This design comes from an exercise in tuning for small area and few clock cycles on the open sky130 flow, not from production work.
At most, simulation tests tie the RTL to the original design; equivalence was not proved.
Power is estimated from default activity; no workload was simulated.

## main
// drawing_engine
module drawing_engine (input  wire        clk,
                       input  wire        rst,
                       input  wire        req,
                       input  wire  [1:0] cmd,
                       output wire        ack,
                       output wire        busy,
                       input  wire [15:0] r0,
                       input  wire [15:0] r1,
                       input  wire [15:0] r2,
                       input  wire [15:0] r3,
                       input  wire [15:0] r4,
                       input  wire [15:0] r5,
                       input  wire [15:0] r6,
                       input  wire [15:0] r7,
                       output wire        de_req,
                       input  wire        de_ack,
                       output wire [17:0] de_addr,
                       output wire  [3:0] de_nbyte,
                       output wire [31:0] de_data);
function automatic [20:0] radd(input [19:0] a, input [19:0] b, input ci);
  integer i;
  reg c;
  begin
    c = ci;
    for (i = 0; i < 20; i = i + 1) begin
      radd[i] = a[i] ^ b[i] ^ c;
      c = (a[i] & b[i]) | (a[i] & c) | (b[i] & c);
    end
    radd[20] = c;
  end
endfunction
localparam S_IDLE  = 3'd0,
           S_LINE0 = 3'd1,
           S_LINE1 = 3'd2,
           S_LINE  = 3'd3,
           S_RINI  = 3'd4,
           S_RECT  = 3'd6,
           S_CLEAR = 3'd7;
reg  [2:0]  st;
reg  [19:0] p;
reg  [11:0] e;
reg         q;
reg  [9:0]  n;
reg  [3:0]  m;
wire s_idle  = (st == S_IDLE);
wire s_line0 = (st == S_LINE0);
wire s_line  = (st == S_LINE);
wire s_rini  = (st == S_RINI);
wire s_rect  = (st == S_RECT);
wire s_clear = (st == S_CLEAR);
wire [20:0] n_dec = radd({10'd0, n}, 20'hfffff, 1'b0);
wire        l_sub = ~e[11] | s_line0;
wire [11:0] l_x   = s_rini ? {1'b0, r1[8:0], 2'b00} :
                    l_sub   ? 12'd0 : {1'b0, r0[9:0], 1'b0};
wire [11:0] l_y   = s_rini ? {9'd0, r0[9:7]} : ~{1'b0, r1[9:0], 1'b0};
wire [11:0] l_cs  = e ^ l_x ^ l_y;
wire [11:0] l_cc  = (e & l_x) | (e & l_y) | (l_x & l_y);
wire [20:0] l_sum = radd({8'd0, l_cs}, {8'd0, l_cc[10:0], ~s_rini}, 1'b0);
wire [20:0] l_cmp = radd({10'd0, r0[9:0]}, {10'd0, ~r1[9:0]}, 1'b1);
wire        l_wrap = ~l_sub & ~l_cmp[10] & ~s_rini;           
wire [11:0] l_tn  = {l_sum[11] ^ l_wrap, l_sum[10:0]};
wire        s1z = ~|r2[10:2], s1o = &r2[10:2];
wire        s2z = ~|r3[10:2], s2o = &r3[10:2];
  ...
Size in the first run: ~50 flip-flops, roughly 190 I/O pins.
==> flow/config.mk <==
export PLATFORM = sky130hd
export DESIGN_NAME = drawing_engine
export DESIGN_NICKNAME = drawing_engine
export VERILOG_FILES = /design/flow/design.v
export SDC_FILE = /design/flow/constraint.sdc
export NUM_CORES = 4
export LEC_CHECK = 0
export CAP_MARGIN = 20
export CORE_MARGIN = 2
export CORE_UTILIZATION = 55
export CTS_BUF_LIST = sky130_fd_sc_hd__clkbuf_8
export PLACE_DENSITY = 0.7
export SLEW_MARGIN = 20
==> flow/constraint.sdc <==
create_clock -name core_clock -period 7.0 [get_ports {clk}]
set_input_delay 1.4000 -clock core_clock [delete_from_list [all_inputs] [get_ports {clk}]]
set_output_delay 1.4000 -clock core_clock [all_outputs]
set_load 0.01 [all_outputs]
standard.sh (not shown) runs the stock make flow with config.mk's settings and CLKGATE_MAP_FILE= SYNTH_SCRIPT=/design/flow/synth_recipe.tcl, a recipe that flattens the netlist after the stock synthesis.
==> flow/flow/run.sh <==
#!/bin/bash
# The standard ORFS layout, with the port buffers that placement inserts
# (one per input and output port, as standard) made of the smallest buffer
# cell, and non-critical gates downsized after global routing.
set -euo pipefail
export BUFFER_PORTS_ARGS="-buffer_cell sky130_fd_sc_hd__buf_1"
export RECOVER_POWER=100
bash standard.sh finish > standard_flow.log 2>&1
Testbench counts of main, summed over its fixed seeds: cycles 75,612.
What the feature branch does differently from main at the input level:
--- a/flow/design.v
+++ b/flow/design.v
@@ -48,21 +48,24 @@
 wire s_rini  = (st == S_RINI);
 wire s_rect  = (st == S_RECT);
 wire s_clear = (st == S_CLEAR);
 wire [20:0] n_dec = radd({10'd0, n}, 20'hfffff, 1'b0);
 wire        l_sub = ~e[11] | s_line0;
 wire [11:0] l_x   = s_rini ? {1'b0, r1[8:0], 2'b00} :
                     l_sub   ? 12'd0 : {1'b0, r0[9:0], 1'b0};
 wire [11:0] l_y   = s_rini ? {9'd0, r0[9:7]} : ~{1'b0, r1[9:0], 1'b0};
 wire [11:0] l_cs  = e ^ l_x ^ l_y;
 wire [11:0] l_cc  = (e & l_x) | (e & l_y) | (l_x & l_y);
-wire [20:0] l_sum = radd({8'd0, l_cs}, {8'd0, l_cc[10:0], ~s_rini}, 1'b0);
+wire [20:0] l_s0  = radd({14'd0, l_cs[5:0]}, {14'd0, l_cc[4:0], ~s_rini}, 1'b0);
+wire [20:0] l_s1a = radd({14'd0, l_cs[11:6]}, {14'd0, l_cc[10:5]}, 1'b0);
+wire [20:0] l_s1b = radd({14'd0, l_cs[11:6]}, {14'd0, l_cc[10:5]}, 1'b1);
+wire [11:0] l_sum = {l_s0[6] ? l_s1b[5:0] : l_s1a[5:0], l_s0[5:0]};
 wire [20:0] l_cmp = radd({10'd0, r0[9:0]}, {10'd0, ~r1[9:0]}, 1'b1);
 wire        l_wrap = ~l_sub & ~l_cmp[10] & ~s_rini;           
 wire [11:0] l_tn  = {l_sum[11] ^ l_wrap, l_sum[10:0]};
 wire        s1z = ~|r2[10:2], s1o = &r2[10:2];
 wire        s2z = ~|r3[10:2], s2o = &r3[10:2];
 wire  [1:0] l_s1  = q ? r2[1:0] : r3[1:0];
 wire        l_z1  = q ? s1z : s2z;
 wire        l_o1  = q ? s1o : s2o;
 wire  [1:0] l_s2  = ~e[11] ? r2[1:0] : r3[1:0];
 wire        l_z2  = ~e[11] ? s1z : s2z;
@@ -101,21 +104,24 @@
     default: r_pr = r7;
   endcase
 wire  [7:0] r_rowb = r_py[0] ? r_pr[15:8] : r_pr[7:0];
 wire  [3:0] r_pat  = {4{s_rect}} & (p[2] ? r_rowb[3:0] : r_rowb[7:4]);
 wire        c_last = (p[19:2] == 18'd76799);
 reg  [10:0] addb;
 always @(*)
   if (s_line)       addb = q ? r2[10:0] : r3[10:0];
   else if (s_rect)  addb = r_lastw ? 11'd640 : (r_dir ? 11'h7fc : 11'd4);
   else              addb = 11'd4;
-wire [20:0] plo  = radd({9'd0, p[10:0]}, {9'd0, addb}, 1'b0);
+wire [20:0] p_s0  = radd({14'd0, p[5:0]}, {14'd0, addb[5:0]}, 1'b0);
+wire [20:0] p_s1a = radd({15'd0, p[10:6]}, {15'd0, addb[10:6]}, 1'b0);
+wire [20:0] p_s1b = radd({15'd0, p[10:6]}, {15'd0, addb[10:6]}, 1'b1);
+wire [11:0] plo   = {p_s0[6] ? p_s1b[5:0] : p_s1a[5:0], p_s0[5:0]};
 wire  [8:0] phu  = p[19:11] ^ {9{addb[10]}};
 reg   [8:0] pht;
 integer pi;
 always @(*) begin
   pht[0] = 1'b1;
   for (pi = 1; pi < 9; pi = pi + 1)
     pht[pi] = pht[pi-1] & phu[pi-1];
 end
 wire [19:0] psum = {p[19:11] ^ (pht & {9{plo[11] ^ addb[10]}}), plo[10:0]};
 wire fin = s_line ? l_end
Findings:
The feature branch | stages: all done | timing, DRC, antenna: all pass
Compared with main, the feature branch shows first-iteration DRC count lower by 17%.
Static leakage deteriorates in the feature branch relative to main.
Reported net switching power, the feature branch and main, lower one = main.
In the metrics for the feature branch and main, the one carrying the higher maximum achievable frequency is the feature branch.
Relative to main, the net count of the finished layout of the feature branch is higher by 6.1%.
The critical path depth reported for the feature branch is smaller than that of main by 10.
Comparing the two runs side by side, the feature branch comes out ahead of main on setup slack.
Shortest period the worst path allows: the feature branch vs main down 0.44 ns
The feature branch against main: mean instance size in the synthesized netlist decreased by 3.7% relative to the old numbers, buffering overhead decreased by 1.9 points relative to the old numbers, final non-filler cell area increased by about 5% relative to the old numbers.
The RTL of the feature branch was laid out without a check of its function.

The RTL this note starts from:
==> flow/design.v <==
module drawing_engine (input  wire        clk,
                       input  wire        rst,
                       input  wire        req,
                       input  wire  [1:0] cmd,
                       output wire        ack,
                       output wire        busy,
                       input  wire [15:0] r0,
                       input  wire [15:0] r1,
                       input  wire [15:0] r2,
                       input  wire [15:0] r3,
                       input  wire [15:0] r4,
                       input  wire [15:0] r5,
                       input  wire [15:0] r6,
                       input  wire [15:0] r7,
                       output wire        de_req,
                       input  wire        de_ack,
                       output wire [17:0] de_addr,
                       output wire  [3:0] de_nbyte,
                       output wire [31:0] de_data);
function automatic [20:0] radd(input [19:0] a, input [19:0] b, input ci);
  integer i;
  reg c;
  begin
    c = ci;
    for (i = 0; i < 20; i = i + 1) begin
      radd[i] = a[i] ^ b[i] ^ c;
      c = (a[i] & b[i]) | (a[i] & c) | (b[i] & c);
    end
    radd[20] = c;
  end
endfunction
localparam S_IDLE  = 3'd0,
           S_LINE0 = 3'd1,
           S_LINE1 = 3'd2,
           S_LINE  = 3'd3,
           S_RINI1 = 3'd4,
           S_RINI2 = 3'd5,
           S_RECT  = 3'd6,
           S_CLEAR = 3'd7;
reg  [2:0]  st;
reg  [19:0] p;
reg  [11:0] e;
reg         q;
reg  [9:0]  n;
reg  [3:0]  m;
wire s_idle  = (st == S_IDLE);
wire s_line0 = (st == S_LINE0);
wire s_line  = (st == S_LINE);
wire s_rini1 = (st == S_RINI1);
wire s_rini2 = (st == S_RINI2);
wire s_rect  = (st == S_RECT);
wire s_clear = (st == S_CLEAR);
wire [20:0] n_dec = radd({10'd0, n}, 20'hfffff, 1'b0);
wire        l_sub = ~e[11] | s_line0;
wire [11:0] l_x   = s_rini1 ? {1'b0, r1[8:0], 2'b00} :
                    l_sub   ? 12'd0 : {1'b0, r0[9:0], 1'b0};
wire [11:0] l_y   = s_rini1 ? {9'd0, r0[9:7]} : ~{1'b0, r1[9:0], 1'b0};
wire [11:0] l_cs  = e ^ l_x ^ l_y;
wire [11:0] l_cc  = (e & l_x) | (e & l_y) | (l_x & l_y);
wire [20:0] l_sum = radd({8'd0, l_cs}, {8'd0, l_cc[10:0], ~s_rini1}, 1'b0);
wire [20:0] l_cmp = radd({10'd0, r0[9:0]}, {10'd0, ~r1[9:0]}, 1'b1);
wire        l_wrap = ~l_sub & ~l_cmp[10] & ~s_rini1;           
wire [11:0] l_tn  = {l_sum[11] ^ l_wrap, l_sum[10:0]};
wire        s1z = ~|r2[10:2], s1o = &r2[10:2];
wire        s2z = ~|r3[10:2], s2o = &r3[10:2];
wire  [1:0] l_s1  = q ? r2[1:0] : r3[1:0];
wire        l_z1  = q ? s1z : s2z;
wire        l_o1  = q ? s1o : s2o;
wire  [1:0] l_s2  = ~e[11] ? r2[1:0] : r3[1:0];
wire        l_z2  = ~e[11] ? s1z : s2z;
wire        l_o2  = ~e[11] ? s1o : s2o;
wire        l_end  = (n == 10'd0);
wire        l_end2 = (n == 10'd1);
wire  [2:0] l_lo  = {1'b0, l_s1} + {1'b0, p[1:0]};
wire        l_same  = ~l_end & (l_lo[2] ? l_o1 : l_z1);
wire  [2:0] l_lo2 = {1'b0, l_s2} + {1'b0, l_lo[1:0]};
wire        l_same2 = ~l_end2 & (l_lo2[2] ? l_o2 : l_z2);
wire  [3:0] l_bit  = 4'b0001 << p[1:0];
wire  [3:0] l_bit2 = l_same ? (4'b0001 << l_lo[1:0]) : 4'b0000;
wire  [7:0] r_w   = r2[15:8];
wire  [7:0] r_h   = r2[7:0];
wire [20:0] r_wx  = radd({12'd0, r_w}, {{18{~|r0[1:0]}}, r0[1:0] - 2'd1}, 1'b0);
wire  [6:0] r_nw1 = r_wx[8:2];            
wire  [1:0] r_xe  = r_wx[1:0];            
wire [20:0] r_row1 = radd({12'd0, e[7:0]}, 20'd0, 1'b1);
wire        r_lastrow = (r_row1[7:0] == r_h);
wire        r_lastw = (n[6:0] == 7'd0);
wire        r_dir   = m[0];
wire        r_first = m[1];
wire        r_left  = r_dir ? r_lastw : r_first;
wire        r_right = r_dir ? r_first : r_lastw;
wire  [3:0] r_lmask = 4'b1111 << r0[1:0];
wire  [3:0] r_rmask = 4'b1111 >> (2'd3 - r_xe);
wire  [3:0] r_mask  = (r_left ? r_lmask : 4'b1111) & (r_right ? r_rmask : 4'b1111);
wire  [2:0] r_py  = r1[2:0] + e[2:0];
reg  [15:0] r_pr;
always @(*)
  case (r_py[2:1])
    2'd0: r_pr = r4;
    2'd1: r_pr = r5;
    2'd2: r_pr = r6;
    default: r_pr = r7;
  endcase
wire  [7:0] r_rowb = r_py[0] ? r_pr[15:8] : r_pr[7:0];
wire  [3:0] r_pat  = {4{s_rect}} & (p[2] ? r_rowb[3:0] : r_rowb[7:4]);
wire        c_last = (p[19:2] == 18'd76799);
reg  [10:0] addb;
always @(*)
  if (s_line)       addb = q ? r2[10:0] : r3[10:0];
  else if (s_rect)  addb = r_lastw ? 11'd640 : (r_dir ? 11'h7fc : 11'd4);
  else              addb = 11'd4;
wire [20:0] plo  = radd({9'd0, p[10:0]}, {9'd0, addb}, 1'b0);
wire  [8:0] phu  = p[19:11] ^ {9{addb[10]}};
reg   [8:0] pht;
integer pi;
always @(*) begin
  pht[0] = 1'b1;
  for (pi = 1; pi < 9; pi = pi + 1)
    pht[pi] = pht[pi-1] & phu[pi-1];
end
wire [19:0] psum = {p[19:11] ^ (pht & {9{plo[11] ^ addb[10]}}), plo[10:0]};
wire fin = s_line ? l_end
         : s_rect ? (r_lastw & r_lastrow)
         : c_last;
assign busy    = ~s_idle;
assign ack     = (de_ack & fin & (s_line | s_rect | s_clear)) |
                 (s_rini2 & (r_w == 8'd0));
assign de_req  = ~de_ack & ((s_line & ~(l_same & l_same2)) | s_rect | s_clear);
assign de_addr = p[19:2];
assign de_nbyte = s_line ? ~(m | l_bit | l_bit2) : s_rect ? ~r_mask : 4'b0000;
wire  [7:0] col = s_line ? r6[7:0] : r0[7:0];
wire  [7:0] c0  = s_rect ? r3[15:8] : col;
wire  [7:0] c1  = r3[7:0];
assign de_data = {r_pat[0] ? c1 : c0, r_pat[1] ? c1 : c0,
                  r_pat[2] ? c1 : c0, r_pat[3] ? c1 : c0};
always @(posedge clk)
  if (rst)
    st <= S_IDLE;
  else
    case (st)
      S_IDLE:
        if (req)
          case (cmd)
            2'd0: begin
                  st <= S_LINE0;
                  p  <= {r5[3:0], r4};
                  e  <= {2'b00, r0[9:0]};
                  n  <= r0[9:0];
                  m  <= 4'b0000;
                  end
            2'd1: begin
                  st <= S_RINI1;
                  e  <= {3'd0, r1[8:0]};
                  end
            2'd2: begin
                  st <= S_CLEAR;
                  p  <= 20'd0;
                  end
            default: ;
          endcase
      S_LINE0: begin
        st <= S_LINE1;
        e  <= l_tn;
        end
      S_LINE1: begin
        st <= S_LINE;
        q  <= ~e[11];
        e  <= l_tn;
        end
      S_LINE:
        if (de_ack | l_same) begin
          if (de_ack & l_end)
            st <= S_IDLE;
          else begin
            p <= psum;
            q <= ~e[11];
            e <= l_tn;
            n <= n_dec[9:0];
            m <= de_ack ? 4'b0000 : (m | l_bit);
          end
        end
      S_RINI1: begin
        st <= S_RINI2;
        e  <= l_tn;
        end
      S_RINI2: begin
        st <= (r_w == 8'd0) ? S_IDLE : S_RECT;
        p  <= {1'b0, e, r0[6:0]};
        e  <= 12'd0;
        n  <= {3'b000, r_nw1};
        m  <= 4'b0010;
        end
      S_RECT:
        if (de_ack) begin
          if (fin)
            st <= S_IDLE;
          else begin
            p <= psum;
            if (r_lastw) begin
              e <= {4'd0, r_row1[7:0]};
              n <= {3'b000, r_nw1};
              m <= {2'b01, ~r_dir};
            end else begin
              n <= n_dec[9:0];
              m <= {2'b00, r_dir};
            end
          end
        end
      S_CLEAR:
        if (de_ack) begin
          if (c_last)
            st <= S_IDLE;
          else
            p <= psum;
        end
      default: st <= S_IDLE;
    endcase
endmodule
export LEC_CHECK = 0
export CAP_MARGIN = 20
export CORE_MARGIN = 2
export CORE_UTILIZATION = 40
export PLACE_DENSITY = 0.6
export SLEW_MARGIN = 20
create_clock -name core_clock -period 7.0 [get_ports {clk}]
run.sh (not shown) runs the stock make flow with config.mk's settings and CLKGATE_MAP_FILE= SYNTH_SCRIPT=/design/flow/synth_recipe.tcl, a recipe that flattens the netlist after the stock synthesis.
Stock flow here: none of the scripts above is used.
Edit:
--- a/flow/design.v
+++ b/flow/design.v
@@ -50,18 +50,17 @@
 wire s_rini2 = (st == S_RINI2);
 wire s_rect  = (st == S_RECT);
 wire s_clear = (st == S_CLEAR);
 wire [20:0] n_dec = radd({10'd0, n}, 20'hfffff, 1'b0);
 wire        l_sub = ~e[11] | s_line0;
-wire [11:0] l_x   = s_rini1 ? {1'b0, r1[8:0], 2'b00} :
-                    l_sub   ? 12'd0 : {1'b0, r0[9:0], 1'b0};
-wire [11:0] l_y   = s_rini1 ? {9'd0, r0[9:7]} : ~{1'b0, r1[9:0], 1'b0};
+wire [11:0] l_x   = l_sub ? 12'd0 : {1'b0, r0[9:0], 1'b0};
+wire [11:0] l_y   = ~{1'b0, r1[9:0], 1'b0};
 wire [11:0] l_cs  = e ^ l_x ^ l_y;
 wire [11:0] l_cc  = (e & l_x) | (e & l_y) | (l_x & l_y);
-wire [20:0] l_sum = radd({8'd0, l_cs}, {8'd0, l_cc[10:0], ~s_rini1}, 1'b0);
+wire [20:0] l_sum = radd({8'd0, l_cs}, {8'd0, l_cc[10:0], 1'b1}, 1'b0);
 wire [20:0] l_cmp = radd({10'd0, r0[9:0]}, {10'd0, ~r1[9:0]}, 1'b1);
-wire        l_wrap = ~l_sub & ~l_cmp[10] & ~s_rini1;           
+wire        l_wrap = ~l_sub & ~l_cmp[10];           
 wire [11:0] l_tn  = {l_sum[11] ^ l_wrap, l_sum[10:0]};
 wire        s1z = ~|r2[10:2], s1o = &r2[10:2];
 wire        s2z = ~|r3[10:2], s2o = &r3[10:2];
 wire  [1:0] l_s1  = q ? r2[1:0] : r3[1:0];
 wire        l_z1  = q ? s1z : s2z;
@@ -102,25 +101,18 @@
     default: r_pr = r7;
   endcase
 wire  [7:0] r_rowb = r_py[0] ? r_pr[15:8] : r_pr[7:0];
 wire  [3:0] r_pat  = {4{s_rect}} & (p[2] ? r_rowb[3:0] : r_rowb[7:4]);
 wire        c_last = (p[19:2] == 18'd76799);
-reg  [10:0] addb;
+reg  [19:0] addb;
 always @(*)
-  if (s_line)       addb = q ? r2[10:0] : r3[10:0];
-  else if (s_rect)  addb = r_lastw ? 11'd640 : (r_dir ? 11'h7fc : 11'd4);
-  else              addb = 11'd4;
-wire [20:0] plo  = radd({9'd0, p[10:0]}, {9'd0, addb}, 1'b0);
-wire  [8:0] phu  = p[19:11] ^ {9{addb[10]}};
-reg   [8:0] pht;
-integer pi;
-always @(*) begin
-  pht[0] = 1'b1;
-  for (pi = 1; pi < 9; pi = pi + 1)
-    pht[pi] = pht[pi-1] & phu[pi-1];
-end
-wire [19:0] psum = {p[19:11] ^ (pht & {9{plo[11] ^ addb[10]}}), plo[10:0]};
+  if (s_line)       addb = q ? {{9{r2[10]}}, r2[10:0]} : {{9{r3[10]}}, r3[10:0]};
+  else if (s_rini1) addb = {2'b00, r1[8:0], 9'd0};
+  else if (s_rini2) addb = {10'd0, r0[9:7], 7'd0};
+  else if (s_rect)  addb = r_lastw ? 20'd640 : (r_dir ? 20'hffffc : 20'd4);
+  else              addb = 20'd4;
+wire [19:0] psum = p + addb;
 wire fin = s_line ? l_end
          : s_rect ? (r_lastw & r_lastrow)
          : c_last;
 assign busy    = ~s_idle;
 assign ack     = (de_ack & fin & (s_line | s_rect | s_clear)) |
@@ -148,11 +140,11 @@
                   n  <= r0[9:0];
                   m  <= 4'b0000;
                   end
             2'd1: begin
                   st <= S_RINI1;
-                  e  <= {3'd0, r1[8:0]};
+                  p  <= {4'd0, r1[8:0], r0[6:2], 2'b00};
                   end
             2'd2: begin
                   st <= S_CLEAR;
                   p  <= 20'd0;
                   end
@@ -179,15 +171,15 @@
             m <= de_ack ? 4'b0000 : (m | l_bit);
           end
         end
       S_RINI1: begin
         st <= S_RINI2;
-        e  <= l_tn;
+        p  <= psum;
         end
       S_RINI2: begin
         st <= (r_w == 8'd0) ? S_IDLE : S_RECT;
-        p  <= {1'b0, e, r0[6:0]};
+        p  <= psum;
         e  <= 12'd0;
         n  <= {3'b000, r_nw1};
         m  <= 4'b0010;
         end
       S_RECT:
Die area rose by a few percent.
Cell area fell slightly.
Clock skew is about the same.
Routed wire length fell slightly.
Power fell by a few percent.
Setup slack improved by 0.13 ns.
Testbench counts after the change, summed over its fixed seeds: cycles 75,778.
The RTL of the first run of this note was laid out without a check of its function.

-- re-timing with driven ports --
How much do the figures lean on ideal ports? The routed layouts below were timed once more, with nothing changed but the port constraints.
Step 1 assumes that a clkbuf_16 drives the clock port and a buf_2 every other input.
Step 2 also shifts input and output timing later by t, the mid clock arrival at the registers, as if the neighbouring blocks saw the same clock.
Three values: ideal ports, drivers, drivers and shift; two values: the first two.
run | shift t [ns] | slack for setup (ns) | worst setup path after step 2 | clock arrival spread, ns | pins driven straight from the clock port
main | 0.374 | 0.156 / 0.149 / -0.202 | input to register | 0.011 / 0.011 | 1
the feature branch | 0.370 | 0.596 / 0.567 / 0.567 | input to output | 0.013 / 0.014 | 1
the first run of note 2 | 0.345 | 0.230 / 0.238 / -0.106 | input to register | 0.010 / 0.009 | 1
the second run of note 2 | 0.351 | 0.356 / 0.375 / 0.023 | input to register | 0.011 / 0.011 | 1
Met with ideal ports but missed after step 2: setup timing in main and the first run of note 2. For main, which loses most, drivers alone change the setup slack by -0.007 ns; drivers and shift together by -0.358 ns.
